This design comes from an exercise in tuning for small area and a short achievable clock period on the open sky130 flow, not from production work.
Where RTL was checked, it was by simulation tests only, not by an equivalence proof against the original.
Power is estimated from default activity; no workload was simulated.

==> inputs of branch xenon <==
// ex2_1
module ex2_1 (
  input               clk, rst, validi,
  input        [31:0] data_in,
  output logic        valido,
  output logic [31:0] data_out
);
==> flow/config.mk <==
export PLATFORM = sky130hd
export DESIGN_NAME = ex2_1
export DESIGN_NICKNAME = ex2_1
export VERILOG_FILES = /design/flow/design.v
export SDC_FILE = /design/flow/constraint.sdc
export NUM_CORES = 4
export LEC_CHECK = 0
export CAP_MARGIN = 20
export CORE_MARGIN = 2
export CORE_UTILIZATION = 40
export SLEW_MARGIN = 20
export TNS_END_PERCENT = 5
==> flow/constraint.sdc <==
create_clock -name core_clock -period 10.0 [get_ports {clk}]
set_input_delay 2.0000 -clock core_clock [delete_from_list [all_inputs] [get_ports {clk}]]
set_output_delay 2.0000 -clock core_clock [all_outputs]
set_load 0.01 [all_outputs]
standard.sh (not shown) runs the stock make flow with config.mk's settings and CLKGATE_MAP_FILE= SYNTH_SCRIPT=/design/flow/synth_recipe.tcl, a recipe that flattens the netlist after the stock synthesis.
==> flow/flow/run.sh <==
#!/bin/bash
# The standard layout (standard.sh), with repair_timing asked for a larger setup margin.
export SETUP_SLACK_MARGIN=5.5
bash standard.sh > standard.log 2>&1
==> branch garnet: changes against branch xenon <==
==> flow/run.sh (new file) <==
#!/bin/bash
# synth_recipe.tcl (not shown) runs the flow's synth.tcl, then flattens the netlist and writes it again
# the make line also repeats each setting of config.mk as NAME=value (left out here)
make -C /OpenROAD-flow-scripts/flow DESIGN_CONFIG=/design/flow/config.mk WORK_HOME=/design/flow/orfs CLKGATE_MAP_FILE= SYNTH_SCRIPT=/design/flow/synth_recipe.tcl finish
CORE_UTILIZATION = 60   (was 40)
SETUP_SLACK_MARGIN = 5   (was default)
TNS_END_PERCENT = default   (was 5)
removed: flow/flow/run.sh
removed: flow/standard.sh
==> notes <==
Against branch xenon, the setup slack of branch garnet is lower by 0.096 ns. In branch garnet the clock power is lower than in branch xenon, by 3.0%. Branch garnet passed the timing, DRC and antenna checks. Branch xenon produced a clean layout. Critical path depth: branch garnet is higher than branch xenon (1). In branch xenon the final cell count is higher than in branch garnet, by 9.3%. Between branch garnet and branch xenon, the lower global-route usage is in branch xenon (gap 10 points).

---

==> 08-03 <==
Another version of the RTL of ex2_1 (not shown whole).
Settings: LEC_CHECK=0, CAP_MARGIN=20, CORE_MARGIN=2, CORE_UTILIZATION=40, SETUP_SLACK_MARGIN=5, SLEW_MARGIN=20; clock period 10.0 ns.
run.sh (not shown) runs the stock make flow with config.mk's settings and CLKGATE_MAP_FILE= SYNTH_SCRIPT=/design/flow/synth_recipe.tcl, a recipe that flattens the netlist after the stock synthesis.
Stock flow here: none of the scripts above is used.
==> inputs of 01-05, as changes to 08-03 <==
SETUP_SLACK_MARGIN = default   (was 5)
==> metrics.md <==
| Metric | Value |
|---|---|
| Status | `finished clean` |
| Worst slew pin tran | `0.596 ns` |
| GR Util met2 | `0.398` |
| First-pass GRT wire length | `76,400 µm` |
| Fraction of area in multi-input gates | `0.633` |
# the run above: 08-03

==> metrics.md <==
| Metric | Value |
|---|---|
| Period utilization | `0.646` |
| Sequential cells | `143` |
| GR Util met2 | `0.370` |
| Worst slew pin tran | `1.09 ns` |
| Status | `finished clean` |
| First-pass GRT wire length | `71,900 µm` |
| Fraction of area in multi-input gates | `0.661` |
# the run above: 01-05


---

==> inputs of job 3172 <==
Another version of the RTL of ex2_1 (not shown whole).
==> module ex2_1_add, before the edit <==
module ex2_1_add #(parameter N = 32) (
  input  [N-1:0] a, b,
  input          ci,
  output [N:0]   s
);
  wire [N+1:0] t = {1'b0, a, ci} + {1'b0, b, ci};
  assign s = t[N+1:1];
endmodule
Settings: LEC_CHECK=0, CAP_MARGIN=20, CORE_MARGIN=2, CORE_UTILIZATION=40, SLEW_MARGIN=20, SYNTH_HIERARCHICAL=1; clock period 10.0 ns.
standard.sh (not shown) runs the stock make flow with config.mk's settings and CLKGATE_MAP_FILE= SYNTH_SCRIPT=/design/flow/synth_recipe.tcl, a recipe that flattens the netlist after the stock synthesis.
==> flow/flow/run.sh <==
#!/bin/bash
# The standard layout (standard.sh), with repair_timing asked for a larger setup margin.
export SETUP_SLACK_MARGIN=6
bash standard.sh > standard.log 2>&1
==> job 1374: changes against job 3172 <==
--- a/flow/design.v
+++ b/flow/design.v
@@ -56,6 +56,5 @@
   output [N:0]   s
 );
-  wire [N+1:0] t = {1'b0, a, ci} + {1'b0, b, ci};
-  assign s = t[N+1:1];
+  assign s = {1'b0, a} + {1'b0, b} + {{N{1'b0}}, ci};
 endmodule
 module ex2_1_tree (
==> flow/run.sh (new file) <==
#!/bin/bash
# synth_recipe.tcl (not shown) runs the flow's synth.tcl, then flattens the netlist and writes it again
# the make line also repeats each setting of config.mk as NAME=value (left out here)
make -C /OpenROAD-flow-scripts/flow DESIGN_CONFIG=/design/flow/config.mk WORK_HOME=/design/flow/orfs CLKGATE_MAP_FILE= SYNTH_SCRIPT=/design/flow/synth_recipe.tcl finish
Settings changed: SETUP_SLACK_MARGIN set to 5.
removed: flow/flow/run.sh
removed: flow/standard.sh
==> results.tsv <==
stage	metric	value	unit
cells_and_area	fill_cells	4565	
die	die_area	51200	µm²
cells_and_area	area_growth	21.97	%
cells_and_area	drive_gt1_frac	0.2687	
synthesis	syn-cell-area	19760	µm²
power_and_ir_drop	p_leak	9.173	nW
die	initial_core_util	0.4046	
global_route	grt_pass1_vias	17300	
power_and_ir_drop	p_per_area	467.8	nW/µm²
sta	final.setup.worst_slack	5.222	ns
cells_and_area	final_cell_mix	xnor2_1, a22o_1, a221oi_1, nand2_1, dfxtp_1	
cells_and_area	multi_input_area	16660	µm²
die	rows	81	
drt	first_pass_iters	9	
cells_and_area	utilization	0.4935	
worst_setup_path	cp.depth	10	
cells_and_area	bufAreaShareNonClock	0.08217	
run_status	status	timing/DRC/antenna clean	
synthesis	avgSynthCellArea	8.676	µm²
power_and_ir_drop	seq_power_share	0.110	
power_and_ir_drop	clk-power	0.000658	W
the above is filed under job 3172

==> results.tsv <==
stage	metric	value	unit
die	initial_core_util	0.4074	
global_route	grt_pass1_vias	16120	
power_and_ir_drop	p_per_area	444.6	nW/µm²
power_and_ir_drop	clk-power	0.000686	W
synthesis	syn-cell-area	19530	µm²
cells_and_area	fill_cells	4635	
die	rows	80	
power_and_ir_drop	p_leak	7.924	nW
cells_and_area	final_cell_mix	xnor2_1, dfxtp_1, a22o_1, a221oi_1, nand2_1	
run_status	status	timing/DRC/antenna clean	
drt	first_pass_iters	6	
synthesis	avgSynthCellArea	8.720	µm²
cells_and_area	bufAreaShareNonClock	0.04971	
the above is filed under job 1374

No functional check of the RTL was part of any run of this note.

---

==> inputs of run a <==
Another version of the RTL of ex2_1 (not shown whole).
==> flow/config.mk <==
export PLATFORM = sky130hd
export DESIGN_NAME = ex2_1
export DESIGN_NICKNAME = ex2_1
export VERILOG_FILES = /design/flow/design.v
export SDC_FILE = /design/flow/constraint.sdc
export NUM_CORES = 4
export LEC_CHECK = 0
export CAP_MARGIN = 20
export CORE_MARGIN = 2
export CORE_UTILIZATION = 40
export SETUP_SLACK_MARGIN = 5
export SLEW_MARGIN = 20
==> flow/constraint.sdc <==
create_clock -name core_clock -period 10.0 [get_ports {clk}]
set_input_delay 2.0000 -clock core_clock [delete_from_list [all_inputs] [get_ports {clk}]]
set_output_delay 2.0000 -clock core_clock [all_outputs]
set_load 0.01 [all_outputs]
run.sh (not shown) runs the stock make flow with config.mk's settings and CLKGATE_MAP_FILE= SYNTH_SCRIPT=/design/flow/synth_recipe.tcl, a recipe that flattens the netlist after the stock synthesis.
Stock flow here: none of the scripts above is used.
==> inputs of run b, as changes to run a <==
==> flow/flow/run.sh (new file) <==
#!/bin/bash
# Standard layout, with repair_timing asked for a larger setup margin.
cp standard.sh standard_copy.sh.txt
export SETUP_SLACK_MARGIN=6.5
bash standard.sh > standard.log 2>&1
==> flow/standard.sh (new file) <==
#!/bin/bash
# synth_recipe.tcl (not shown) runs the flow's synth.tcl, then flattens the netlist and writes it again
# the make line also repeats each setting of config.mk as NAME=value (left out here)
make -C /OpenROAD-flow-scripts/flow DESIGN_CONFIG=/design/flow/config.mk WORK_HOME=/design/flow/orfs CLKGATE_MAP_FILE= SYNTH_SCRIPT=/design/flow/synth_recipe.tcl "${@:-finish}"
--- a/flow/config.mk
+++ b/flow/config.mk
@@ -9,4 +9,3 @@
 export CORE_MARGIN = 2
 export CORE_UTILIZATION = 40
-export SETUP_SLACK_MARGIN = 5
 export SLEW_MARGIN = 20
removed: flow/run.sh
==> comparison table <==
| quantity | run a | run b |
|---|---|---|
| TritonRoute pass-1 iters | 6 | 5 |
| Cell internal pwr | 3.52 mW | 4.05 mW |
| Multi-input gate share of total cell area | 0.635 | 0.636 |
| Relative contribution of combinational cells to total power | 0.717 | 0.748 |
| Clock tree cell share of total cell area | 0.0321 | 0.0276 |
| Area occupied by registers | 3610 um^2 | 3670 um^2 |
| Data buffer area share | 0.0723 | 0.0994 |
| Share of total power in the clock network | 0.108 | 0.093 |
| Total power consumption of the routed design | 6.67 mW | 7.57 mW |
| Post-CTS setup repair buffer count | 27 | 62 |
| Met3 layer usage reported by global route | 0.0380 | 0.0517 |
| Total of plain and repair buffers excluding clock buffers | 146 | 206 |
| Worst Hold Slack | 380 ps | 382 ps |
| Status | finished clean | finished clean |
| Number of global-route vias before repair | 13.8k | 14.5k |
| Fraction of area in registers | 0.187 | 0.171 |
| Share of layout cells above drive strength 1 | 0.117 | 0.315 |
| Final standard cell area without fillers | 19300 um^2 | 21500 um^2 |
| Clock latency on the worst-skew pair | 460 ps | 480 ps |
| Transition at the pin with the smallest max-transition slack | 981 ps | 833 ps |
| Crit share post-route | 0.541 | 0.539 |
| Half-perimeter wire length after detailed placement | 38400 um | 38900 um |
| Global-route total usage across every layer | 0.250 | 0.264 |
| Slew HR | 0.345 | 0.444 |
| Final setup skew | 10.9 ps | 17.2 ps |
| Power of the combinational group | 4.78 mW | 5.66 mW |
No functional check of the RTL was part of any run of this note.

---

==> v20: inputs <==
ex2_1, a different RTL version from the one above (not shown whole).
## ex2_1
module ex2_1 (
  input               clk, rst, validi,
  input        [31:0] data_in,
  output logic        valido,
  output logic [31:0] data_out
);
clock: 10.0 ns
lec_check: 0
cap_margin: 20
core_margin: 2
core_utilization: 40
slew_margin: 20
tns_end_percent: 20
standard.sh (not shown) runs the stock make flow with config.mk's settings and CLKGATE_MAP_FILE= SYNTH_SCRIPT=/design/flow/synth_recipe.tcl, a recipe that flattens the netlist after the stock synthesis.
==> flow/flow/run.sh <==
#!/bin/bash
# The standard layout (standard.sh), with two changes:
#  - after the standard synthesis, fapol.py removes inverters between full-adder
#    cells by choosing the polarity each full adder computes in (a full adder is
#    self-dual); registers and everything else are left as synthesis made them;
#  - port buffers start as the smallest buffer (repair sizes them up as needed);
#  - repair_timing is asked for a larger setup margin.
set -e
NET=$PWD/orfs/results/sky130hd/ex2_1/base/1_2_yosys.v
bash standard.sh $NET > synth.log 2>&1
cp $NET 1_2_yosys.orig.v
python3 flow/fapol.py 1_2_yosys.orig.v $NET > fapol.log 2>&1
export SETUP_SLACK_MARGIN=5.5
export BUFFER_PORTS_ARGS="-buffer_cell sky130_fd_sc_hd__buf_1"
bash standard.sh > standard.log 2>&1
Other scripts of this flow, unchanged in this note and not shown: flow/flow/fapol.py
==> inputs of v25, as changes to v20 <==
- TNS_END_PERCENT: 20 -> 5
==> comparison table <==
	v25	v20
Final instance area	16700 sq um	17900 sq um
Met2 Resource Use GR	0.402	0.405
Net switching power of the design	3.27 mW	3.39 mW
Wire length of the first global-routing pass	70900 um	71300 um
Non-clk bufs	126	180
Number of non-filler instances in the completed layout	1914	1968
Worst r2r dst	q_r[25]	q_r[29]
Arr. time, crit path	2.94 ns	2.88 ns
Tightest slew margin relative to the limit	0.548	0.547
Overall via count from detail_route	11100	11400
Transition at the pin with the smallest max-transition slack	0.678 ns	0.678 ns
Routed vias/inst	5.78	5.79
Max VDD drop	0.000379 V	0.000391 V
Utilization of the core after routing	0.457	0.491
Launch instance of the worst register-to-register path	two[3]	xa[0]
Setup skew after layout	0.0135 ns	0.0134 ns
Run status	complete, no violations	complete, no violations
# nets final	1754	1808
Fraction of power consumed by sequential logic	0.138	0.133

## separate check: timing with driven ports
Ports are ideal in the flow. The routed layouts listed here were re-timed in OpenROAD. Step 1 assumes that a clkbuf_16 drives the clock port and a buf_2 every other input. Step 2 moves the port delays by t, midway between the first and last clock arrival at a register: inputs arrive t later, outputs are due t later. That takes back most of the time a late clock gives input paths. Three values: no drivers, after step 1, after step 2; two values: the first two.
| run | shift t [ns] | slack for setup (ns) | worst data-port slew with drivers (ns) | pins driven straight from the clock port |
|---|---|---|---|---|
| branch xenon | 0.503 | 4.839 / 4.785 / 4.782 | 0.04 | 1 |
| branch garnet | 0.481 | 4.743 / 4.694 / 4.685 | 0.04 | 1 |
| 08-03 | 0.510 | 4.880 / 4.823 / 4.838 | 0.05 | 1 |
| 01-05 | 0.496 | 3.537 / 3.483 / 3.979 | 0.05 | 1 |
| job 3172 | 0.534 | 5.222 / 5.159 / 5.405 | 0.07 | 1 |
| job 1374 | 0.516 | 4.610 / 4.558 / 4.636 | 0.05 | 1 |
| run a | 0.512 | 4.586 / 4.531 / 4.645 | 0.05 | 1 |
| run b | 0.530 | 4.609 / 4.554 / 5.084 | 0.06 | 1 |
| v20 | 0.505 | 5.122 / 5.065 / 5.242 | 0.06 | 1 |
| v25 | 0.504 | 5.057 / 5.002 / 5.198 | 0.05 | 1 |
After both steps setup and hold are still met in every run listed. The setup slack of branch garnet, which loses most, moves by -0.049 ns with the drivers and by -0.058 ns with both steps.
